This design comes from an exercise in tuning for small area, a short achievable clock period and few clock cycles on the open sky130 flow, not from production work.
No functional check of the RTL was part of any run shown here.
No activity file was given, so power comes from the tool's default toggle rates.

--- design.v ---
module matrix_mult (
    input  [71:0] A,
    input  [71:0] B,
    input  [2:0]  row,    
    input  [2:0]  col,    
    output [7:0]  c
);
    wire [7:0] a0 = ({8{row[0]}} & A[0*8+:8]) | ({8{row[1]}} & A[3*8+:8]) | ({8{row[2]}} & A[6*8+:8]);
    wire [7:0] a1 = ({8{row[0]}} & A[1*8+:8]) | ({8{row[1]}} & A[4*8+:8]) | ({8{row[2]}} & A[7*8+:8]);
    wire [7:0] a2 = ({8{row[0]}} & A[2*8+:8]) | ({8{row[1]}} & A[5*8+:8]) | ({8{row[2]}} & A[8*8+:8]);
    wire [7:0] b0 = ({8{col[0]}} & B[0*8+:8]) | ({8{col[1]}} & B[1*8+:8]) | ({8{col[2]}} & B[2*8+:8]);
    wire [7:0] b1 = ({8{col[0]}} & B[3*8+:8]) | ({8{col[1]}} & B[4*8+:8]) | ({8{col[2]}} & B[5*8+:8]);
    wire [7:0] b2 = ({8{col[0]}} & B[6*8+:8]) | ({8{col[1]}} & B[7*8+:8]) | ({8{col[2]}} & B[8*8+:8]);
    wire s1 = (a0[0] & b0[6]) ^ (a0[1] & b0[5]) ^ (a0[2] & b0[4]);
    wire k2 = ((a0[0] & b0[6]) & (a0[1] & b0[5])) | ((a0[0] & b0[6]) & (a0[2] & b0[4])) | ((a0[1] & b0[5]) & (a0[2] & b0[4]));
    wire s3 = (a0[0] & b0[7]) ^ (a0[1] & b0[6]) ^ (a0[2] & b0[5]);
    wire s4 = (a0[3] & b0[4]) ^ (a0[4] & b0[3]) ^ (a0[5] & b0[2]);
    wire s5 = (a0[6] & b0[1]) ^ (a0[7] & b0[0]) ^ (a1[0] & b1[7]);
    wire s6 = (a0[0] & b0[4]) ^ (a0[1] & b0[3]) ^ (a0[2] & b0[2]);
    wire k7 = ((a0[0] & b0[4]) & (a0[1] & b0[3])) | ((a0[0] & b0[4]) & (a0[2] & b0[2])) | ((a0[1] & b0[3]) & (a0[2] & b0[2]));
    wire s8 = (a0[0] & b0[5]) ^ (a0[1] & b0[4]) ^ (a0[2] & b0[3]);
    wire k9 = ((a0[0] & b0[5]) & (a0[1] & b0[4])) | ((a0[0] & b0[5]) & (a0[2] & b0[3])) | ((a0[1] & b0[4]) & (a0[2] & b0[3]));
    wire s10 = (a0[3] & b0[2]) ^ (a0[4] & b0[1]) ^ (a0[5] & b0[0]);
    wire k11 = ((a0[3] & b0[2]) & (a0[4] & b0[1])) | ((a0[3] & b0[2]) & (a0[5] & b0[0])) | ((a0[4] & b0[1]) & (a0[5] & b0[0]));
    wire s12 = (a1[0] & b1[5]) ^ (a1[1] & b1[4]) ^ (a1[2] & b1[3]);
    wire k13 = ((a1[0] & b1[5]) & (a1[1] & b1[4])) | ((a1[0] & b1[5]) & (a1[2] & b1[3])) | ((a1[1] & b1[4]) & (a1[2] & b1[3]));
    wire s14 = (a0[3] & b0[3]) ^ (a0[4] & b0[2]) ^ (a0[5] & b0[1]);
    wire k15 = ((a0[3] & b0[3]) & (a0[4] & b0[2])) | ((a0[3] & b0[3]) & (a0[5] & b0[1])) | ((a0[4] & b0[2]) & (a0[5] & b0[1]));
    wire s16 = (a0[6] & b0[0]) ^ (a1[0] & b1[6]) ^ (a1[1] & b1[5]);
    wire k17 = ((a0[6] & b0[0]) & (a1[0] & b1[6])) | ((a0[6] & b0[0]) & (a1[1] & b1[5])) | ((a1[0] & b1[6]) & (a1[1] & b1[5]));
    wire s18 = (a1[2] & b1[4]) ^ (a1[3] & b1[3]) ^ (a1[4] & b1[2]);
    wire k19 = ((a1[2] & b1[4]) & (a1[3] & b1[3])) | ((a1[2] & b1[4]) & (a1[4] & b1[2])) | ((a1[3] & b1[3]) & (a1[4] & b1[2]));
    wire s20 = (a1[5] & b1[1]) ^ (a1[6] & b1[0]) ^ (a2[0] & b2[6]);
    wire k21 = ((a1[5] & b1[1]) & (a1[6] & b1[0])) | ((a1[5] & b1[1]) & (a2[0] & b2[6])) | ((a1[6] & b1[0]) & (a2[0] & b2[6]));
    wire s22 = (a2[1] & b2[5]) ^ (a2[2] & b2[4]);
    wire k23 = (a2[1] & b2[5]) & (a2[2] & b2[4]);
    wire s24 = k2 ^ (a1[1] & b1[6]) ^ (a1[2] & b1[5]);
    wire s25 = (a1[3] & b1[4]) ^ (a1[4] & b1[3]) ^ (a1[5] & b1[2]);
    wire s26 = (a1[6] & b1[1]) ^ (a1[7] & b1[0]) ^ (a2[0] & b2[7]);
    wire s27 = (a2[1] & b2[6]) ^ (a2[2] & b2[5]) ^ (a2[3] & b2[4]);
    wire s28 = (a2[4] & b2[3]) ^ (a2[5] & b2[2]) ^ (a2[6] & b2[1]);
    wire s29 = (a2[7] & b2[0]) ^ s3;
    wire s30 = (a0[0] & b0[3]) ^ (a0[1] & b0[2]) ^ (a0[2] & b0[1]);
    wire k31 = ((a0[0] & b0[3]) & (a0[1] & b0[2])) | ((a0[0] & b0[3]) & (a0[2] & b0[1])) | ((a0[1] & b0[2]) & (a0[2] & b0[1]));
    wire s32 = (a0[3] & b0[0]) ^ (a1[0] & b1[3]);
    wire k33 = (a0[3] & b0[0]) & (a1[0] & b1[3]);
    wire s34 = (a0[3] & b0[1]) ^ (a0[4] & b0[0]) ^ (a1[0] & b1[4]);
    wire k35 = ((a0[3] & b0[1]) & (a0[4] & b0[0])) | ((a0[3] & b0[1]) & (a1[0] & b1[4])) | ((a0[4] & b0[0]) & (a1[0] & b1[4]));
    wire s36 = (a1[1] & b1[3]) ^ (a1[2] & b1[2]) ^ (a1[3] & b1[1]);
    wire k37 = ((a1[1] & b1[3]) & (a1[2] & b1[2])) | ((a1[1] & b1[3]) & (a1[3] & b1[1])) | ((a1[2] & b1[2]) & (a1[3] & b1[1]));
    wire s38 = (a1[4] & b1[0]) ^ (a2[0] & b2[4]) ^ (a2[1] & b2[3]);
    wire k39 = ((a1[4] & b1[0]) & (a2[0] & b2[4])) | ((a1[4] & b1[0]) & (a2[1] & b2[3])) | ((a2[0] & b2[4]) & (a2[1] & b2[3]));
    wire s40 = k7 ^ (a1[3] & b1[2]) ^ (a1[4] & b1[1]);
    wire k41 = (k7 & (a1[3] & b1[2])) | (k7 & (a1[4] & b1[1])) | ((a1[3] & b1[2]) & (a1[4] & b1[1]));
    wire s42 = (a1[5] & b1[0]) ^ (a2[0] & b2[5]) ^ (a2[1] & b2[4]);
    wire k43 = ((a1[5] & b1[0]) & (a2[0] & b2[5])) | ((a1[5] & b1[0]) & (a2[1] & b2[4])) | ((a2[0] & b2[5]) & (a2[1] & b2[4]));
    wire s44 = (a2[2] & b2[3]) ^ (a2[3] & b2[2]) ^ (a2[4] & b2[1]);
    wire k45 = ((a2[2] & b2[3]) & (a2[3] & b2[2])) | ((a2[2] & b2[3]) & (a2[4] & b2[1])) | ((a2[3] & b2[2]) & (a2[4] & b2[1]));
    wire s46 = (a2[5] & b2[0]) ^ s8;
    wire k47 = (a2[5] & b2[0]) & s8;
    wire s48 = k9 ^ k11 ^ k13;
    wire k49 = (k9 & k11) | (k9 & k13) | (k11 & k13);
    wire s50 = (a2[3] & b2[3]) ^ (a2[4] & b2[2]) ^ (a2[5] & b2[1]);
    wire k51 = ((a2[3] & b2[3]) & (a2[4] & b2[2])) | ((a2[3] & b2[3]) & (a2[5] & b2[1])) | ((a2[4] & b2[2]) & (a2[5] & b2[1]));
    wire s52 = (a2[6] & b2[0]) ^ s1 ^ s14;
    wire k53 = ((a2[6] & b2[0]) & s1) | ((a2[6] & b2[0]) & s14) | (s1 & s14);
    wire s54 = s16 ^ s18 ^ s20;
    wire k55 = (s16 & s18) | (s16 & s20) | (s18 & s20);
    wire s56 = k15 ^ k17 ^ k19;
    wire s57 = k21 ^ k23 ^ s4;
    wire s58 = s5 ^ s24 ^ s25;
    wire s59 = s26 ^ s27 ^ s28;
    wire s60 = (a0[0] & b0[2]) ^ (a0[1] & b0[1]) ^ (a0[2] & b0[0]);
    wire k61 = ((a0[0] & b0[2]) & (a0[1] & b0[1])) | ((a0[0] & b0[2]) & (a0[2] & b0[0])) | ((a0[1] & b0[1]) & (a0[2] & b0[0]));
    wire s62 = (a1[0] & b1[2]) ^ (a1[1] & b1[1]);
    wire k63 = (a1[0] & b1[2]) & (a1[1] & b1[1]);
    wire s64 = (a1[1] & b1[2]) ^ (a1[2] & b1[1]) ^ (a1[3] & b1[0]);
    wire k65 = ((a1[1] & b1[2]) & (a1[2] & b1[1])) | ((a1[1] & b1[2]) & (a1[3] & b1[0])) | ((a1[2] & b1[1]) & (a1[3] & b1[0]));
    wire s66 = (a2[0] & b2[3]) ^ (a2[1] & b2[2]) ^ (a2[2] & b2[1]);
    wire k67 = ((a2[0] & b2[3]) & (a2[1] & b2[2])) | ((a2[0] & b2[3]) & (a2[2] & b2[1])) | ((a2[1] & b2[2]) & (a2[2] & b2[1]));
    wire s68 = (a2[3] & b2[0]) ^ s30;
    wire k69 = (a2[3] & b2[0]) & s30;
    wire s70 = k31 ^ k33 ^ (a2[2] & b2[2]);
    wire k71 = (k31 & k33) | (k31 & (a2[2] & b2[2])) | (k33 & (a2[2] & b2[2]));
    wire s72 = (a2[3] & b2[1]) ^ (a2[4] & b2[0]) ^ s6;
    wire k73 = ((a2[3] & b2[1]) & (a2[4] & b2[0])) | ((a2[3] & b2[1]) & s6) | ((a2[4] & b2[0]) & s6);
    wire s74 = s34 ^ s36 ^ s38;
    wire k75 = (s34 & s36) | (s34 & s38) | (s36 & s38);
    wire s76 = k35 ^ k37 ^ k39;
    wire k77 = (k35 & k37) | (k35 & k39) | (k37 & k39);
    wire s78 = s10 ^ s12 ^ s40;
    wire k79 = (s10 & s12) | (s10 & s40) | (s12 & s40);
    wire s80 = s42 ^ s44 ^ s46;
    wire k81 = (s42 & s44) | (s42 & s46) | (s44 & s46);
    wire s82 = k41 ^ k43 ^ k45;
    wire k83 = (k41 & k43) | (k41 & k45) | (k43 & k45);
    wire s84 = k47 ^ s22 ^ s48;
    wire k85 = (k47 & s22) | (k47 & s48) | (s22 & s48);
    wire s86 = s50 ^ s52 ^ s54;
    wire k87 = (s50 & s52) | (s50 & s54) | (s52 & s54);
    wire s88 = k49 ^ k51 ^ k53;
    wire s89 = k55 ^ s29 ^ s56;
    wire s90 = s57 ^ s58 ^ s59;
    wire s91 = (a0[0] & b0[1]) ^ (a0[1] & b0[0]) ^ (a1[0] & b1[1]);
    wire k92 = ((a0[0] & b0[1]) & (a0[1] & b0[0])) | ((a0[0] & b0[1]) & (a1[0] & b1[1])) | ((a0[1] & b0[0]) & (a1[0] & b1[1]));
    wire s93 = (a1[2] & b1[0]) ^ (a2[0] & b2[2]) ^ (a2[1] & b2[1]);
    wire k94 = ((a1[2] & b1[0]) & (a2[0] & b2[2])) | ((a1[2] & b1[0]) & (a2[1] & b2[1])) | ((a2[0] & b2[2]) & (a2[1] & b2[1]));
    wire s95 = (a2[2] & b2[0]) ^ s60;
    wire k96 = (a2[2] & b2[0]) & s60;
    wire s97 = k61 ^ k63 ^ s32;
    wire k98 = (k61 & k63) | (k61 & s32) | (k63 & s32);
    wire s99 = s64 ^ s66 ^ s68;
    wire k100 = (s64 & s66) | (s64 & s68) | (s66 & s68);
    wire s101 = k65 ^ k67 ^ k69;
    wire k102 = (k65 & k67) | (k65 & k69) | (k67 & k69);
    wire s103 = s70 ^ s72 ^ s74;
    wire k104 = (s70 & s72) | (s70 & s74) | (s72 & s74);
    wire s105 = k71 ^ k73 ^ k75;
    wire k106 = (k71 & k73) | (k71 & k75) | (k73 & k75);
    wire s107 = s76 ^ s78 ^ s80;
    wire k108 = (s76 & s78) | (s76 & s80) | (s78 & s80);
    wire s109 = k77 ^ k79 ^ k81;
    wire k110 = (k77 & k79) | (k77 & k81) | (k79 & k81);
    wire s111 = s82 ^ s84 ^ s86;
    wire k112 = (s82 & s84) | (s82 & s86) | (s84 & s86);
    wire s113 = k83 ^ k85 ^ k87;
    wire s114 = s88 ^ s89 ^ s90;
    wire s115 = (a1[1] & b1[0]) ^ (a2[0] & b2[1]);
    wire k116 = (a1[1] & b1[0]) & (a2[0] & b2[1]);
    wire s117 = k92 ^ s62 ^ s93;
    wire k118 = (k92 & s62) | (k92 & s93) | (s62 & s93);
    wire s119 = k94 ^ k96 ^ s97;
    wire k120 = (k94 & k96) | (k94 & s97) | (k96 & s97);
    wire s121 = k98 ^ k100 ^ s101;
    wire k122 = (k98 & k100) | (k98 & s101) | (k100 & s101);
    wire s123 = k102 ^ k104 ^ s105;
    wire k124 = (k102 & k104) | (k102 & s105) | (k104 & s105);
    wire s125 = k106 ^ k108 ^ s109;
    wire k126 = (k106 & k108) | (k106 & s109) | (k108 & s109);
    wire s127 = k110 ^ k112 ^ s113;
    wire s128 = (a0[0] & b0[0]) ^ (a1[0] & b1[0]);
    wire k129 = (a0[0] & b0[0]) & (a1[0] & b1[0]);
    wire s130 = (a2[1] & b2[0]) ^ s91 ^ s115;
    wire k131 = ((a2[1] & b2[0]) & s91) | ((a2[1] & b2[0]) & s115) | (s91 & s115);
    wire s132 = k116 ^ s95 ^ s117;
    wire k133 = (k116 & s95) | (k116 & s117) | (s95 & s117);
    wire s134 = k118 ^ s99 ^ s119;
    wire k135 = (k118 & s99) | (k118 & s119) | (s99 & s119);
    wire s136 = k120 ^ s103 ^ s121;
    wire k137 = (k120 & s103) | (k120 & s121) | (s103 & s121);
    wire s138 = k122 ^ s107 ^ s123;
    wire k139 = (k122 & s107) | (k122 & s123) | (s107 & s123);
    wire s140 = k124 ^ s111 ^ s125;
    wire k141 = (k124 & s111) | (k124 & s125) | (s111 & s125);
    wire s142 = k126 ^ s114 ^ s127;
    wire [7:0] x = {k141, k139, k137, k135, k133, k131, k129, (a2[0] & b2[0])};
    wire [7:0] y = {s142, s140, s138, s136, s134, s132, s130, s128};
    assign c = x + y;
endmodule
module top(
    input clk,              
    input rst,              
    input cyc,              
    input stb,              
    input we,               
    input [3:0] wb_sel,     
    input [31:0] adr,       
    input [31:0] dat_mosi,  
    output [31:0] dat_miso,  
    output reg ack,             
    output reg err              
);
reg [71:0] A, B;
reg [7:0] rdata;
reg [2:0] nxt_row, nxt_col;
assign dat_miso = {24'b0, rdata};
wire req      = cyc & stb;
wire adr_hi0  = ~|adr[31:5];
wire [4:0] a5 = adr[4:0];
wire in_ab    = adr_hi0 & (a5 < 5'd18);
wire in_c     = adr_hi0 & (a5 >= 5'd18) & (a5 < 5'd27);
wire wr       = req & we & wb_sel[0];
wire rd       = req & ~we;
reg [2:0] r_row, r_col;
always @(*) begin
    case (a5)
        5'd18: begin r_row = 3'b001; r_col = 3'b001; end
        5'd19: begin r_row = 3'b001; r_col = 3'b010; end
        5'd20: begin r_row = 3'b001; r_col = 3'b100; end
        5'd21: begin r_row = 3'b010; r_col = 3'b001; end
        5'd22: begin r_row = 3'b010; r_col = 3'b010; end
        5'd23: begin r_row = 3'b010; r_col = 3'b100; end
        5'd24: begin r_row = 3'b100; r_col = 3'b001; end
        5'd25: begin r_row = 3'b100; r_col = 3'b010; end
        default: begin r_row = 3'b100; r_col = 3'b100; end
    endcase
end
wire hit = (r_row == nxt_row) & (r_col == nxt_col);
wire [7:0] c;
matrix_mult mm_inst(.A(A), .B(B), .row(nxt_row), .col(nxt_col), .c(c));
always @(posedge clk or posedge rst) begin
    if (rst) begin
        ack <= 1'b0;
        err <= 1'b0;
        nxt_row <= 3'b001;
        nxt_col <= 3'b001;
    end else begin
        ack <= (wr & in_ab) | (rd & in_c & hit);
        err <= (wr & ~in_ab) | (rd & ~in_c);
        if (wr) begin
            nxt_row <= 3'b001;
            nxt_col <= 3'b001;
        end else if (rd & in_c) begin
            if (hit) begin
                nxt_col <= {r_col[1:0], r_col[2]};
                nxt_row <= r_col[2] ? {r_row[1:0], r_row[2]} : r_row;
            end else begin
                nxt_row <= r_row;
                nxt_col <= r_col;
            end
        end
    end
end
always @(posedge clk)
    rdata <= c;
wire [7:0] wdata = rst ? 8'b0 : dat_mosi[7:0];
integer e;
always @(posedge clk) begin
    for (e = 0; e < 9; e = e + 1) begin
        if (rst | (wr & in_ab & (a5 == e)))     A[e*8+:8] <= wdata;
        if (rst | (wr & in_ab & (a5 == e + 9))) B[e*8+:8] <= wdata;
    end
end
endmodule
--- run.sh ---
#!/bin/bash
# synth_recipe.tcl (not shown) runs the flow's synth.tcl, then flattens the netlist and writes it again
# the make line also repeats each setting of config.mk as NAME=value (left out here)
make -C /OpenROAD-flow-scripts/flow DESIGN_CONFIG=/design/flow/config.mk WORK_HOME=/design/flow/orfs CLKGATE_MAP_FILE= SYNTH_SCRIPT=/design/flow/synth_recipe.tcl finish
--- config.mk ---
export PLATFORM = sky130hd
export DESIGN_NAME = top
export DESIGN_NICKNAME = top
export VERILOG_FILES = /design/flow/design.v
export SDC_FILE = /design/flow/constraint.sdc
export NUM_CORES = 4
export LEC_CHECK = 0
export CAP_MARGIN = 20
export CORE_MARGIN = 2
export CORE_UTILIZATION = 40
export SLEW_MARGIN = 20
--- constraint.sdc ---
create_clock -name core_clock -period 10.0 [get_ports {clk}]
set_input_delay 2.0000 -clock core_clock [delete_from_list [all_inputs] [get_ports {clk}]]
set_output_delay 2.0000 -clock core_clock [all_outputs]
set_load 0.01 [all_outputs]
==> summary.txt, run 1 <==
final max-slew violation count=0; Inserted Clock Buffers=17; Post-CTS Repair Setup Buffers=0; number of global-route vias before repair=5810; RSZ-0062 raised after global routing=false; dominant synthesized flop cell=edfxtp_1; DRC viols=0; Clock Path Buffers=2; CP endpoint=rdata[7]$_DFF_P_; I/O pin count=107; largest net degree at the start of global routing=28; CP Launch Type=flop; Post-synth EDFFs=approximately 140; total power=2.55 mW; Final ANT Viol Nets=0; P_leak=3.93 nW; Yosys top cell area share=roughly 50%; reg2reg path depth=16; Max FO, Critical Path=26; die width=152 um; storage element area=roughly 4700 um^2; cell area power density=roughly 250 nW/um^2; DP Cell Count=1012; CP endpoint kind=flop; sequential share of the synthesized area=between 50% and 60%; Layout area overhead=17.2%; CTS Sinks=160; WL final=roughly 21000 um; Hold Worst Slack=0.617 ns; floorplan die height=roughly 150 um; antenna cells=0; Core Util, Final=between 40% and 50%; share of layout cells above drive strength 1=13.8%; Worst-path clk slew=about 0.07 ns; Post-CTS Resized=0; relative slew slack=24.6%; R2R Setup Slk=3.92 ns; WL/cell=20.1 um; CORE AREA=21600 um^2; global-route wire length before repair=around 32000 um; setup TNS=0 ns; Layout fillers=1939; Worst-Margin Slew=1.13 ns; Yosys cell types=48; GR Util All Layers=19.1%; hpwl dp=14700 um; Seq cells post-synth=160; Final WS setup=approximately 3.9 ns; Setup CP Type=flop to flop; design area=10200 um^2; pre-CTS setup slack=3.98 ns; initial antenna violation count=0; Setup Skew=0.00900 ns; minimum clock period=slightly above 6 ns; Final nets=898; initial core utilization=40.4%; top cells by count, synth=edfxtp_1 (144), nor2_1 (84), inv_1 (54); cell area after synthesis=8730 um^2; drt pass-1 iters=6; final period utilization=60.8%; gpl congestion=0.888; Yosys warning count=1; hold_buf cts=0; Hold/Removal Path Class=flop to flop; clock latency on the worst-skew pair=0.43 ns; final hold vios=0; clock root cell=clkbuf_16; Max Cap Violations=0; Multi-input gate area=3590 um^2; worst path arrival time=around 6.4 ns; DR vias=5641; DR iter-0 viols=~510; worst hold path depth=2; port bufs=55; Via-to-Cell Ratio=around 5.4; Die ar.=about 23000 um^2; FF-to-FF Start=nxt_col[1]$_DFFE_PP0P_; CTS HTree Levels=4; FF-to-FF End=rdata[7]$_DFF_P_; num rows=54; Worst EP required=10.31 ns; Synth Instances=665; grt ovf=0; CTS tree=yes; Syn Area/Cell=13.1 um^2; Synth area leader=edfxtp_1; final cell count without fillers=1043; Max Clk Rate=165 MHz; status=timing/DRC/antenna clean; Async S/R FF share, synth=5.00%; final setup fails=0; synth top area cells=edfxtp_1 (50%), fa_1 (12%), a222oi_1 (5.3%); placed cell area=9680 um^2; Peak supply drop=0.000170 V; crit path from=nxt_col[1]$_DFFE_PP0P_; count leader, synth=edfxtp_1
## per-layer routing
layer / up-vias / part of all wire (%) / global-route usage (%)
met3: 49 / 6.5 / 3.41
met4: 0 / 3.4 / 8.01
met1: 2800 / 41 / 24.6
met2: 269 / 49 / 32.0
li1: 2523 / - / -
met5: - / 0 / 0
## worst min path at each step
stage	start	to	slack (ns)
after global placement	nxt_col[2]$_DFFE_PP0P_	nxt_col[2]$_DFFE_PP0P_	0.62
after CTS	nxt_col[2]$_DFFE_PP0P_	nxt_col[2]$_DFFE_PP0P_	0.62
after global routing	nxt_col[2]$_DFFE_PP0P_	nxt_col[2]$_DFFE_PP0P_	0.63
final	nxt_col[2]$_DFFE_PP0P_	nxt_col[2]$_DFFE_PP0P_	0.62
after floorplan	A[16]$_DFFE_PP_	rdata[0]$_DFF_P_	0.71
after detailed placement	nxt_col[2]$_DFFE_PP0P_	nxt_col[2]$_DFFE_PP0P_	0.61
## layout by cell type, fill, tap and decap left out, types with 13 or more instances in the layout
cell type,netlist,routed
inv_1,54,54
o21ai_0,15,13
nor2_1,84,84
buf_4,24,39
ha_1,21,21
nand2_1,20,20
or2_2,22,22
a222oi_1,46,46
conb_1,1,24
fa_1,53,53
clkbuf_16,0,17
edfxtp_1,144,144
clkdlybuf4s50_1,0,55
xnor2_1,37,37
## logic make-up (layout without fill, tap and decap cells)
group / after synthesis / count (layout) / share of synthesized area, %
AOI/OAI and AO/OA: 97 / 97 / 9.38
xor gates and xnor gates: 51 / 51 / 5.45
adders and majority gates: 74 / 74 / 15.2
buffers and inverters: 105 / 180 / 6.19
DFF: 160 / 160 / 53.7
muxes: 9 / 9 / 1.03
other: 1 / 24 / 0.0430
and+or+nand+nor: 168 / 168 / 9.03
## sequential cells by signal, summed over array words and instances (netlist names)
register / cells
ack: 1
A: 72
B: 72
nxt_row: 3
rdata: 8
err: 1
nxt_col: 3
## worst max-delay path, stage by stage, from the launching register on
cell,delay (ns)
dfrtp_1,0.77
a222oi_1,1.11
nor2_1,0.18
fa_1,0.57
inv_1,0.05
fa_1,0.53
fa_1,0.46
fa_1,0.51
inv_1,0.05
fa_1,0.40
xor2_1,0.25
xnor2_1,0.17
xnor2_1,0.11
xnor2_1,0.25
xnor2_1,0.17
xnor2_1,0.15
xnor3_1,0.22
## layout make-up
class                   count  area share (%)
clock buffers              17            4.16
multi-input cells         423            35.1
clock inverters            14            1.25
flip-flops and latches    160            45.8
inverters                  55            2.02
well taps                 280            3.43
repair buffers             94            8.24
## report_power, final
part	internal [mW]	switching, mW	leakage (nW)
combinational	0.567	0.542	2.09
sequential	0.816	0.0175	1.56
clock	0.327	0.283	0.271
total	1.71	0.843	3.93
==> run 2, diff against run 1 <==
--- a/config.mk
+++ b/config.mk
@@ -5,7 +5,9 @@
 export SDC_FILE = /design/flow/constraint.sdc
 export NUM_CORES = 4
 export LEC_CHECK = 0
+export ABC_CLOCK_PERIOD_IN_PS = 3000
 export CAP_MARGIN = 20
 export CORE_MARGIN = 2
 export CORE_UTILIZATION = 40
+export SETUP_SLACK_MARGIN = 5
 export SLEW_MARGIN = 20
==> summary.txt, run 2 <==
status=timing/DRC/antenna clean; Critical Path Most Common Cell=xnor2_1; relative slew slack=44.8% (+20 points); synth top area cells=edfxtp_1 (50%), fa_1 (12%), a222oi_1 (5.3%); WL/cell=20.3 um (+1.2%); reg2reg path depth=17 (+1); Yosys warning count=1 (unchanged); CORE AREA=21600 um^2 (unchanged); CP max-delay cell=dfstp_4; gpl congestion=0.851 (-4.2%); largest net degree at the start of global routing=21 (-25%); Inserted Clock Buffers=17 (unchanged); Final ANT Viol Nets=0 (unchanged); Core Util, Final=50.2% (+2.9 points); final hold vios=0 (unchanged); cell area after synthesis=8730 um^2 (unchanged); total power=2.64 mW (+3.4%); Max Cap Violations=0 (unchanged); final setup fails=0 (unchanged); final period utilization=53.2% (-7.6 points); Comb power frac=45.1% (+1.6 points); Net Sw Power=0.866 mW (+2.7%); DRC viols=0 (unchanged); Layout area overhead=24.4%; global-route wire length before repair=34200 um (+5.7%); initial core utilization=40.4% (unchanged); Int Pwr=1.77 mW (+3.7%); CTS Sinks=160 (unchanged); drt pass-1 iters=6 (unchanged); Async S/R FF share, synth=5.00% (unchanged); Peak supply drop=0.000201 V (+18%); Worst-Margin Slew=0.824 ns (-0.307 ns); count leader, synth=edfxtp_1; Seq cells post-synth=160 (unchanged); commonest non-fill, non-tap cell in the layout=edfxtp_1; Syn Area/Cell=13.1 um^2 (unchanged); antenna cells=0 (unchanged); crit path from=nxt_row[0]$_DFFE_PP1P_; DR vias=5970 (+5.8%); most frequent cells in the layout=edfxtp_1 (144), nor2_1 (82), buf_4 (82), clkdlybuf4s50_1 (55); dominant synthesized flop cell=edfxtp_1; Final WS setup=4.68 ns (+0.760 ns); CP Launch Type=flop; number of global-route vias before repair=6214 (+7.0%); die width=152 um (unchanged); Synth Instances=665 (unchanged); RSZ-0062 raised after global routing=true; share of layout cells above drive strength 1=23.0% (+9.3 points); minimum clock period=5.32 ns (-0.760 ns); Worst EP required=10.31 ns (about the same); Clock Path Buffers=2 (unchanged); pre-CTS setup slack=3.95 ns (-0.0356 ns); Synth area leader=edfxtp_1; crit-path cells=buf_6, a222oi_1, buf_4, or2_2, fa_1, fa_1, fa_1, fa_1, inv_2, fa_2, xor2_2, xnor2_1, xnor2_1, xnor2_1, xnor2_1, xnor2_1, xnor3_1; Sw Ratio=32.8% (-0.22 points); worst path arrival time=5.63 ns (-0.76 ns); Largest regs=A: 72 flops, B: 72 flops, rdata: 8 flops; DR iter-0 viols=584 (+15%); Max Clk Rate=188 MHz (+14%); clock latency on the worst-skew pair=0.42 ns (about the same); hpwl dp=14700 um (+0.11%); CTS tree=yes; num rows=54 (unchanged); final max-slew violation count=0 (unchanged); setup TNS=0 ns (unchanged); design area=10900 um^2 (+6.1%); P_leak=4.21 nW (+7.3%); Worst-path clk slew=0.07 ns (about the same); WL final=22400 um (+6.8%); Post-synth EDFFs=144 (unchanged); initial antenna violation count=0 (unchanged); port bufs=55 (unchanged); sequential share of the synthesized area=53.7% (unchanged); CTS HTree Levels=4 (unchanged); Max FO, Critical Path=8 (-69%); grt ovf=0 (unchanged); part of the power in registers=31.5% (-1.1 points); CP endpoint=rdata[7]$_DFF_P_; hold_buf cts=0 (unchanged); Final nets=955 (+6.3%); GR Util All Layers=20.3% (+1.2 points); placed cell area=9660 um^2 (-0.21%); floorplan die height=152 um (unchanged); Via-to-Cell Ratio=5.42 (+0.26%); Setup CP Type=flop to flop; Clock Power Share=23.4% (-0.5 points); top cells by count, synth=edfxtp_1 (144), nor2_1 (84), inv_1 (54); CP endpoint kind=flop; cell area power density=243 nW/um^2 (-2.6%); Hold/Removal Path Class=flop to flop; CP max stage delay=0.69 ns (-0.42 ns); FF-to-FF Start=nxt_row[0]$_DFFE_PP1P_; R2R Setup Slk=4.68 ns (+0.76 ns); min-delay src=nxt_col[2]$_DFFE_PP0P_; clock root cell=clkbuf_16; Die ar.=23000 um^2 (unchanged); I/O pin count=107 (unchanged); Yosys cell types=48 (unchanged); Setup Skew=0.0109 ns (+0.00187 ns); Yosys top cell area share=49.5% (unchanged); FF-to-FF End=rdata[7]$_DFF_P_
-- run 2: stage by stage --
stage / hold slack (ns) / std cells
finish: 0.656 / 1101
global route: 0.693 / 1101
CTS: 0.654 / 1090
detailed placement: 0.662 / 1009
global placement: 0.663 / 1008
floorplan: 0.713 / 688
-- run 2: kinds of logic after synthesis --
family	count (synthesis)	share of synthesized area (%)
buffers and inverters	105	6.19
muxes	9	1.03
AOI/OAI and AO/OA	97	9.38
xor gates and xnor gates	51	5.45
other	1	0.0430
and+or+nand+nor	168	9.03
adders and majority gates	74	15.2
DFF	160	53.7
-- run 2: final cells by class --
class                      count  area (um^2)
sequential                   160         4710
clock buffer                  17          425
inverter                      55          206
clock inverter                15          133
multi-input combinational    423         3660
fill                        1892        10800
tap                          280          350
timing repair buffer         151         1380
-- run 2: power by group through the flow --
stage,registers [mW],clock network (mW),logic [mW]
after global routing,0.839,0.648,1.32
after detailed placement,0.848,0,1.14
after global placement,0.845,0,1.11
after CTS,0.833,0.624,1.19
final,0.832,0.617,1.19
after floorplan,0.852,0,0.862
-- run 2: how the worst min path moves through the flow --
stage / depth (start not counted) / endpoint
floorplan: 3 / rdata[0]$_DFF_P_
CTS: 2 / nxt_col[2]$_DFFE_PP0P_
detailed placement: 2 / nxt_col[2]$_DFFE_PP0P_
global placement: 2 / nxt_col[2]$_DFFE_PP0P_
finish: 2 / nxt_col[2]$_DFFE_PP0P_
global route: 2 / nxt_col[2]$_DFFE_PP0P_
-- run 2: critical path: cells and delay by family (launching register included) --
family,cells,cell delay (ns)
simple gates,1,0.32
flops,1,0.69
xor+xnor,7,1.32
fa+ha+maj,5,2.46
compound gates,1,0.07
buf+inv,3,0.35
-- run 2: per-layer routing --
layer  GRT usage [%]  part of all wire (%)
met1            26.2                    40
met4            6.85                   2.8
met3            3.50                   7.0
met5               0                     0
met2            34.8                    50
-- run 2: timing repair --
action                     4_1_cts  5_1_grt
setup endpoints to repair        3        1
buffers inserted                49       10
gates cloned                     0        1
pin swaps                       25       25
resized for setup               20       23
==> run 3, diff against run 2 <==
--- a/design.v
+++ b/design.v
@@ -1,4 +1,5 @@
 module matrix_mult (
+    input         clk,
     input  [71:0] A,
     input  [71:0] B,
     input  [2:0]  row,    
@@ -153,8 +154,42 @@
     wire s140 = k124 ^ s111 ^ s125;
     wire k141 = (k124 & s111) | (k124 & s125) | (s111 & s125);
     wire s142 = k126 ^ s114 ^ s127;
-    wire [7:0] x = {k141, k139, k137, k135, k133, k131, k129, (a2[0] & b2[0])};
-    wire [7:0] y = {s142, s140, s138, s136, s134, s132, s130, s128};
+    reg p0_0;
+    reg p0_1;
+    reg p1_0;
+    reg p1_1;
+    reg p2_0;
+    reg p2_1;
+    reg p3_0;
+    reg p3_1;
+    reg p4_0;
+    reg p4_1;
+    reg p5_0;
+    reg p5_1;
+    reg p6_0;
+    reg p6_1;
+    reg p7_0;
+    reg p7_1;
+    always @(posedge clk) begin
+        p0_0 <= (a2[0] & b2[0]);
+        p0_1 <= s128;
+        p1_0 <= k129;
+        p1_1 <= s130;
+        p2_0 <= k131;
+        p2_1 <= s132;
+        p3_0 <= k133;
+        p3_1 <= s134;
+        p4_0 <= k135;
+        p4_1 <= s136;
+        p5_0 <= k137;
+        p5_1 <= s138;
+        p6_0 <= k139;
+        p6_1 <= s140;
+        p7_0 <= k141;
+        p7_1 <= s142;
+    end
+    wire [7:0] x = {p7_0, p6_0, p5_0, p4_0, p3_0, p2_0, p1_0, p0_0};
+    wire [7:0] y = {p7_1, p6_1, p5_1, p4_1, p3_1, p2_1, p1_1, p0_1};
     assign c = x + y;
 endmodule
 module top(
@@ -172,7 +207,9 @@
 );
 reg [71:0] A, B;
 reg [7:0] rdata;
-reg [2:0] nxt_row, nxt_col;
+reg [2:0] tgt_row, tgt_col;    
+reg [4:0] tag;                 
+reg stale;
 assign dat_miso = {24'b0, rdata};
 wire req      = cyc & stb;
 wire adr_hi0  = ~|adr[31:5];
@@ -181,6 +218,23 @@
 wire in_c     = adr_hi0 & (a5 >= 5'd18) & (a5 < 5'd27);
 wire wr       = req & we & wb_sel[0];
 wire rd       = req & ~we;
+wire wr_ab    = wr & in_ab;
+wire rd_c     = rd & in_c;
+wire hit = (a5 == tag) & ~stale;
+reg [4:0] tgt_adr;
+always @(*) begin
+    case ({tgt_row, tgt_col})
+        6'b001_001: tgt_adr = 5'd18;
+        6'b001_010: tgt_adr = 5'd19;
+        6'b001_100: tgt_adr = 5'd20;
+        6'b010_001: tgt_adr = 5'd21;
+        6'b010_010: tgt_adr = 5'd22;
+        6'b010_100: tgt_adr = 5'd23;
+        6'b100_001: tgt_adr = 5'd24;
+        6'b100_010: tgt_adr = 5'd25;
+        default:    tgt_adr = 5'd26;
+    endcase
+end
 reg [2:0] r_row, r_col;
 always @(*) begin
     case (a5)
@@ -195,29 +249,40 @@
         default: begin r_row = 3'b100; r_col = 3'b100; end
     endcase
 end
-wire hit = (r_row == nxt_row) & (r_col == nxt_col);
+wire [2:0] n_col = {r_col[1:0], r_col[2]};
+wire [2:0] n_row = r_col[2] ? {r_row[1:0], r_row[2]} : r_row;
+wire [2:0] p_row = hit ? n_row : r_row;
+wire [2:0] p_col = hit ? n_col : r_col;
+wire p_in_stage1 = (p_row == tgt_row) & (p_col == tgt_col);
+wire [2:0] q_col = {p_col[1:0], p_col[2]};
+wire [2:0] q_row = p_col[2] ? {p_row[1:0], p_row[2]} : p_row;
+wire [2:0] w_row = (a5 < 5'd3) ? 3'b001 : (a5 < 5'd6) ? 3'b010 : 3'b100;
+wire [1:0] b_idx = (a5 == 5'd9 || a5 == 5'd12 || a5 == 5'd15) ? 2'd0 :
+                   (a5 == 5'd10 || a5 == 5'd13 || a5 == 5'd16) ? 2'd1 : 2'd2;
+wire [2:0] w_col = 3'b001 << b_idx;
+wire w_is_a = a5 < 5'd9;
+wire touch = w_is_a ? |(w_row & tgt_row) : |(w_col & tgt_col);
 wire [7:0] c;
-matrix_mult mm_inst(.A(A), .B(B), .row(nxt_row), .col(nxt_col), .c(c));
+matrix_mult mm_inst(.clk(clk), .A(A), .B(B), .row(tgt_row), .col(tgt_col), .c(c));
 always @(posedge clk or posedge rst) begin
     if (rst) begin
         ack <= 1'b0;
         err <= 1'b0;
-        nxt_row <= 3'b001;
-        nxt_col <= 3'b001;
+        tgt_row <= 3'b001;
+        tgt_col <= 3'b001;
+        tag <= 5'd18;
+        stale <= 1'b1;
     end else begin
-        ack <= (wr & in_ab) | (rd & in_c & hit);
+        ack <= wr_ab | (rd_c & hit);
         err <= (wr & ~in_ab) | (rd & ~in_c);
+        tag <= tgt_adr;
+        stale <= wr_ab & touch;
         if (wr) begin
-            nxt_row <= 3'b001;
-            nxt_col <= 3'b001;
-        end else if (rd & in_c) begin
-            if (hit) begin
-                nxt_col <= {r_col[1:0], r_col[2]};
-                nxt_row <= r_col[2] ? {r_row[1:0], r_row[2]} : r_row;
-            end else begin
-                nxt_row <= r_row;
-                nxt_col <= r_col;
-            end
+            tgt_row <= 3'b001;
+            tgt_col <= (a5 == 5'd17) ? 3'b010 : 3'b001;
+        end else if (rd_c) begin
+            tgt_row <= p_in_stage1 ? q_row : p_row;
+            tgt_col <= p_in_stage1 ? q_col : p_col;
         end
     end
 end
@@ -227,8 +292,8 @@
 integer e;
 always @(posedge clk) begin
     for (e = 0; e < 9; e = e + 1) begin
-        if (rst | (wr & in_ab & (a5 == e)))     A[e*8+:8] <= wdata;
-        if (rst | (wr & in_ab & (a5 == e + 9))) B[e*8+:8] <= wdata;
+        if (rst | (wr_ab & (a5 == e)))     A[e*8+:8] <= wdata;
+        if (rst | (wr_ab & (a5 == e + 9))) B[e*8+:8] <= wdata;
     end
 end
 endmodule
--- a/config.mk
+++ b/config.mk
@@ -5,9 +5,7 @@
 export SDC_FILE = /design/flow/constraint.sdc
 export NUM_CORES = 4
 export LEC_CHECK = 0
-export ABC_CLOCK_PERIOD_IN_PS = 3000
 export CAP_MARGIN = 20
 export CORE_MARGIN = 2
 export CORE_UTILIZATION = 40
-export SETUP_SLACK_MARGIN = 5
 export SLEW_MARGIN = 20
==> summary.txt, run 3 <==
GR Util All Layers=18.7% (-1.6 points); Layout area overhead=17.6%; hold_buf cts=0 (unchanged); FF-to-FF Start=tgt_col[0]$_DFFE_PP1P_; setup TNS=0 ns (unchanged); pre-CTS setup slack=4.35 ns (+0.404 ns); Synth Instances=780 (+17%); status=timing/DRC/antenna clean; antenna cells=0 (unchanged); Post-Synth Simple-Gate Area=11.4% (+2.4 points); top cells by count, synth=edfxtp_1 (144), nor2_1 (77), nand2_1 (67); commonest non-fill, non-tap cell in the layout=edfxtp_1; Final ANT Viol Nets=0 (unchanged); count leader, synth=edfxtp_1; worst path arrival time=5.61 ns (-0.02 ns); cell area power density=205 nW/um^2 (-16%); final period utilization=52.8% (-0.41 points); WL/cell=18.6 um (-8.5%); Int Pwr=1.59 mW (-10%); Yosys top cell area share=45.2% (-4.3 points); Worst EP required=10.33 ns (+0.02 ns); RSZ-0062 raised after global routing=false; CTS HTree Levels=4 (unchanged); clock latency on the worst-skew pair=0.44 ns (+0.02 ns); sequential share of the synthesized area=53.7% (about the same); design area=11200 um^2 (+3.6%); Worst-Margin Slew=1.02 ns (+0.198 ns); crit path from=tgt_col[0]$_DFFE_PP1P_; synth top area cells=edfxtp_1 (45%), fa_1 (11%), dfxtp_1 (5.0%); Hold/Removal Path Class=flop to flop; floorplan die height=159 um (+4.6%); Layout fillers=2145 (+13%); I/O pin count=107 (unchanged); final hold vios=0 (unchanged); hpwl dp=15500 um (+5.4%); Via-to-Cell Ratio=5.17 (-4.7%); mux contribution to synthesized area=1.05% (+0.014 points); num rows=56 (+3.7%); dominant synthesized flop cell=edfxtp_1; Setup Skew=0.0149 ns (+0.00401 ns); Max FO, Critical Path=32 (+24); Worst-path clk slew=0.08 ns (about the same); main combinational cell family by area after synthesis=adder cells; Async S/R FF share, synth=7.18% (+2.2 points); Die ar.=25200 um^2 (+9.3%); placed cell area=10600 um^2 (+10%); part of the power in registers=41.4% (+9.9 points); Sw Ratio=30.9% (-1.9 points); Hold Worst Slack=0.458 ns (-0.198 ns); final setup fails=0 (unchanged); post-synthesis adder-cell area fraction=13.9% (-1.2 points); clock root cell=clkbuf_16; drt pass-1 iters=6 (unchanged); Inserted Clock Buffers=17 (unchanged); relative slew slack=31.5% (-13 points); Post-CTS Repair Setup Buffers=0 (-100%); final max-slew violation count=0 (unchanged); Comb power frac=29.1% (-16 points); Max Cap Violations=0 (unchanged); Net Sw Power=0.711 mW (-18%); min-delay src=mm_inst.p0_0$_DFF_P_; die width=159 um (+4.6%); Yosys cell types=54 (+13%); P_leak=4.20 nW (-0.37%); DR vias=6188 (+3.7%); Yosys warning count=2 (+1); share of layout cells above drive strength 1=12.1% (-11 points); Core Util, Final=47.9% (-2.3 points); DR iter-0 viols=670 (+15%); minimum clock period=5.28 ns (-0.0408 ns); global-route wire length before repair=34300 um (+0.28%); Setup CP Type=flop to flop; port bufs=55 (unchanged); largest net degree at the start of global routing=35 (+67%); Max Clk Rate=189 MHz (+0.77%); grt ovf=0 (unchanged); cell area after synthesis=9560 um^2 (+9.6%); Final WS setup=4.72 ns (+0.0408 ns); CORE AREA=23500 um^2 (+8.6%); Compound-Gate Fraction of Synth Area=9.83% (+0.45 points); number of global-route vias before repair=6115 (-1.6%); Syn Area/Cell=12.3 um^2 (-6.6%); Post-CTS Resized=0 (-100%); gpl congestion=0.904 (+6.3%); Clock Power Share=29.5% (+6.1 points); Peak supply drop=0.000119 V (-41%); Post-synth EDFFs=144 (unchanged); initial antenna violation count=0 (unchanged); Final nets=1012 (+6.0%); most frequent cells in the layout=edfxtp_1 (144), nor2_1 (77), nand2_1 (67), clkdlybuf4s50_1 (55), fa_1 (54); Synth area leader=edfxtp_1; Clock Path Buffers=2 (unchanged); WL final=22300 um (-0.47%); XOR/XNOR Fraction of Synth Area=4.95% (-0.50 points); CP endpoint kind=flop; CTS Sinks=181 (+13%); Largest regs=A: 72 flops, B: 72 flops, rdata: 8 flops; Seq cells post-synth=181 (+13%); initial core utilization=40.7% (+0.38 points); CTS tree=yes; CP Launch Type=flop; DRC viols=0 (unchanged)
run 3: critical path, stage by stage, from the launching register on:
cell      delay (ns)
dfstp_2         1.01
a222oi_1        0.21
buf_4           0.23
or2_2           0.30
fa_1            0.48
inv_1           0.05
ha_1            0.27
inv_1           0.04
fa_1            0.47
inv_1           0.05
fa_1            0.39
fa_1            0.43
xnor2_1         0.22
xnor2_1         0.16
xnor2_1         0.17
xnor2_1         0.16
xnor2_1         0.15
xnor2_1         0.16
xnor2_1         0.18
run 3: power groups by stage:
stage | clock network, mW | logic, mW | registers, mW
after floorplan | 0 | 0.471 | 0.964
after global placement | 0 | 0.664 | 0.968
after detailed placement | 0 | 0.674 | 0.971
after CTS | 0.691 | 0.678 | 0.954
after global routing | 0.722 | 0.756 | 0.963
final | 0.679 | 0.669 | 0.953
run 3: final timing paths:
check,depth (start not counted),to,slack (ns)
setup / recovery,18,mm_inst.p7_1$_DFF_P_,4.72
min in group asynchronous,2,tgt_col[1]$_DFFE_PP0P_,2.34
hold / removal,1,rdata[0]$_DFF_P_,0.46
hold reg to reg,1,rdata[0]$_DFF_P_,0.46
max in group asynchronous,2,tag[0]$_DFF_PP0_,7.21
setup reg to reg,18,mm_inst.p7_1$_DFF_P_,4.72
run 3: cell type report:
| cell class | count | area, um^2 | area share [%] |
|---|---|---|---|
| clock buffers | 17 | 425 | 3.78 |
| clock inverters | 15 | 183 | 1.62 |
| inverters | 51 | 191 | 1.70 |
| multi-input cells | 518 | 4050 | 36.0 |
| flip-flops and latches | 181 | 5130 | 45.7 |
| well taps | 319 | 399 | 3.55 |
| repair buffers | 96 | 856 | 7.61 |
run 3: cell families (layout without fill, tap and decap cells):
family	Yosys count	after routing
simple gates	232	232
flops	181	181
compound gates	124	124
buf+inv	104	179
fa+ha+maj	74	74
xor+xnor	54	54
mux	10	10
other cells	1	24
run 3: through the flow:
stage,power [mW],std cells
after global placement,1.63,1164
after detailed placement,1.65,1165
after CTS,2.32,1197
after global routing,2.44,1197
after floorplan,1.43,803
final,2.30,1197
run 3: metal layers:
layer	wire length, um	GRT usage [%]
met4	157	4.08
met5	0	0
met3	1080	3.32
met1	9760	24.8
met2	11300	32.1
==> run 4, diff against run 3 <==
--- a/config.mk
+++ b/config.mk
@@ -5,7 +5,9 @@
 export SDC_FILE = /design/flow/constraint.sdc
 export NUM_CORES = 4
 export LEC_CHECK = 0
+export ABC_CLOCK_PERIOD_IN_PS = 3000
 export CAP_MARGIN = 20
 export CORE_MARGIN = 2
 export CORE_UTILIZATION = 40
+export SETUP_SLACK_MARGIN = 5
 export SLEW_MARGIN = 20
==> summary.txt, run 4 <==
Final ANT Viol Nets=0 (unchanged); Syn Area/Cell=12.3 um^2 (unchanged); Worst-path clk slew=0.08 ns (about the same); cell area after synthesis=9560 um^2 (unchanged); Seq cells post-synth=181 (unchanged); final setup fails=0 (unchanged); Peak supply drop=0.000118 V (-0.55%); design area=11400 um^2 (+1.1%); number of global-route vias before repair=6180 (+1.1%); hold_buf cts=0 (unchanged); Max FO, Critical Path=13 (-59%); CTS Sinks=181 (unchanged); DRC viols=0 (unchanged); Multi-input gate area=4080 um^2 (+0.56%); storage element area=5140 um^2 (+0.17%); Clock Path Buffers=2 (unchanged); antenna cells=0 (unchanged); Worst-Margin Slew=1.02 ns (-0.00586 ns); Layout fillers=2129 (-0.75%); busiest grt layer=met2; final cell count without fillers=1201 (+0.33%); relative slew slack=32.3% (+0.85 points); Hold/Removal Path Class=flop to flop; Final WS setup=5.13 ns (+0.408 ns); met2 usage=32.6% (+0.52 points); worst hold path depth=1 (unchanged); Layout area overhead=18.8%; cell area power density=204 nW/um^2 (-0.14%); commonest non-fill, non-tap cell in the layout=edfxtp_1; DP Cell Count=1165 (unchanged); Synth Instances=780 (unchanged); Max Cap Violations=0 (unchanged); most frequent cells in the layout=edfxtp_1 (144), nor2_1 (77), nand2_1 (67), clkdlybuf4s50_1 (51), fa_1 (50); DR iter-0 viols=663 (-1.0%); reg2reg path depth=18 (unchanged); drt pass-1 iters=6 (unchanged); clock latency on the worst-skew pair=0.44 ns (about the same); CP Launch Type=flop; Largest regs=A: 72 flops, B: 72 flops, rdata: 8 flops; Worst EP required=10.34 ns (about the same); gpl congestion=0.904 (unchanged); final hold vios=0 (unchanged); Async S/R FF share, synth=7.18% (unchanged); CP endpoint kind=flop; Die ar.=25200 um^2 (unchanged); Final nets=1016 (+0.40%); port bufs=55 (unchanged); dominant synthesized flop cell=edfxtp_1; share of layout cells above drive strength 1=13.5% (+1.4 points); die width=159 um (unchanged); worst path arrival time=5.21 ns (-0.40 ns); CTS tree=yes; GR Util met3=3.38% (+0.054 points); Inserted Clock Buffers=17 (unchanged); largest net degree at the start of global routing=35 (unchanged); CTS HTree Levels=4 (unchanged); Setup Skew=0.0156 ns (+0.000673 ns); Yosys warning count=2 (unchanged); Setup CP Type=flop to flop; CORE AREA=23500 um^2 (unchanged); Max Clk Rate=205 MHz (+8.4%); global-route wire length before repair=34800 um (+1.5%); count leader, synth=edfxtp_1; final max-slew violation count=0 (unchanged); M1 GR Usage=25.2% (+0.36 points); pre-CTS setup slack=4.35 ns (unchanged); grt ovf=0 (unchanged); RSZ-0062 raised after global routing=true; initial core utilization=40.7% (unchanged); Yosys cell types=54 (unchanged); Via-to-Cell Ratio=5.18 (+0.25%); Post-synth EDFFs=144 (unchanged); top cells by count, synth=edfxtp_1 (144), nor2_1 (77), nand2_1 (67); GR Util All Layers=19.0% (+0.31 points); placed cell area=10600 um^2 (unchanged); initial antenna violation count=0 (unchanged); status=timing/DRC/antenna clean; final period utilization=48.7% (-4.1 points); P_leak=4.25 nW (+1.4%); num rows=56 (unchanged); hpwl dp=15500 um (unchanged); Core Util, Final=48.4% (+0.52 points); sequential share of the synthesized area=53.7% (unchanged); minimum clock period=4.87 ns (-0.408 ns); floorplan die height=159 um (unchanged); Synth area leader=edfxtp_1; DR vias=6224 (+0.58%); clock root cell=clkbuf_16; Yosys top cell area share=45.2% (unchanged); WL final=22900 um (+2.6%); synth top area cells=edfxtp_1 (45%), fa_1 (11%), dfxtp_1 (5.0%); setup TNS=0 ns (unchanged); I/O pin count=107 (unchanged); WL/cell=19.0 um (+2.3%)
-- run 4: cell types whose count changed in the layout (fill, tap and decap cells not counted), moves of 2 or more --
cell	delta
dfstp_4	+2
buf_6	+4
dlymetal6s2s_1	+2
buf_4	-3
dfstp_2	-2
fa_1	-4
fa_2	+4
clkdlybuf4s50_1	-4
-- run 4: worst paths after layout --
check,from,end,slack [ns]
worst max-delay path,tgt_row[0]$_DFFE_PP1P_,mm_inst.p7_1$_DFF_P_,5.13
worst min-delay path,mm_inst.p0_0$_DFF_P_,rdata[0]$_DFF_P_,0.46
worst max register to register,tgt_row[0]$_DFFE_PP1P_,mm_inst.p7_1$_DFF_P_,5.13
worst min register to register,mm_inst.p0_0$_DFF_P_,rdata[0]$_DFF_P_,0.46
max in group asynchronous,rst,tgt_col[1]$_DFFE_PP0P_,7.18
min in group asynchronous,rst,tag[2]$_DFF_PP0_,2.33
-- run 4: what timing repair did --
item / in CTS / in global routing
setup endpoints to repair: 7 / 7
pin swaps: 8 / 10
buffers inserted: 1 / 2
gates cloned: 1 / 0
resized for setup: 12 / 13
-- run 4: logic make-up after synthesis --
logic type,count (synthesis),synth area share [%]
other,1,0.0392
flip-flops,181,53.7
AO/OA/AOI/OAI,124,9.83
AND/OR/NAND/NOR,232,11.4
buffers and inverters,104,5.08
adder cells (fa/ha/maj),74,13.9
XOR/XNOR,54,4.95
multiplexers,10,1.05
-- run 4: area by class of cell --
cell class / instances / area share, %
Clock buffer: 17 / 3.74
Clock inverter: 15 / 1.61
Inverter: 51 / 1.68
Multi-Input combinational cell: 518 / 35.9
Sequential cell: 181 / 45.3
Tap cell: 319 / 3.51
Timing Repair Buffer: 100 / 8.32
-- run 4: per-layer routing --
layer | up-vias | part of all wire (%)
met5 | - | 0
met4 | 0 | 1.1
met3 | 17 | 5.8
met2 | 234 | 50
met1 | 3051 | 43
li1 | 2922 | -
-- run 4: power breakdown --
| group | total [mW] | switching [mW] | leakage [nW] | internal [mW] |
|---|---|---|---|---|
| registers | 0.950 | 0.0313 | 1.75 | 0.919 |
| clock network | 0.680 | 0.321 | 0.297 | 0.360 |
| logic | 0.691 | 0.368 | 2.21 | 0.323 |
-- run 4: per-stage QoR --
step	hold WS (ns)	power, mW
after detailed placement	0.440	1.65
after CTS	0.462	2.33
after floorplan	0.420	1.43
final	0.458	2.32
after global routing	0.476	2.46
after global placement	0.442	1.63
-- run 4: critical path, cell delays in order (launching register included) --
cell and delay (ns):
dfstp_4 0.74, a222oi_1 0.13, buf_4 0.21, or2_2 0.33, fa_1 0.54, inv_1 0.05, ha_1 0.27, inv_1 0.05
fa_1 0.39, fa_1 0.49, inv_1 0.05, fa_2 0.36, xnor2_2 0.15, xnor2_1 0.14, xnor2_1 0.21, xnor2_1 0.16
xnor2_1 0.15, xnor2_1 0.16, xnor2_1 0.18

separate check: timing with driven ports:
No port has a modelled driver above. Below, the same layouts with a new extraction and two added sets of constraints. Step 1: set_driving_cell puts a clkbuf_16 on clk and a buf_2 on each other input, an assumption about the parent block. Step 2, shift: input delay + t, output delay - t, t = (earliest + latest rising clock arrival at the registers) / 2. This alone moves slack from input paths to output paths. Three values: no drivers, after step 1, after step 2; two values: the first two.
run | t (ns) | slack for setup (ns) | slew at the worst register clock pin (ns)
run 1 | 0.466 | 3.922 / 3.922 / 3.922 | 0.07 / 0.07
run 2 | 0.466 | 4.682 / 4.682 / 4.682 | 0.07 / 0.07
run 3 | 0.478 | 4.723 / 4.723 / 4.342 | 0.08 / 0.08
run 4 | 0.480 | 5.131 / 5.131 / 4.750 | 0.08 / 0.08
After both steps every run listed still meets setup and hold.
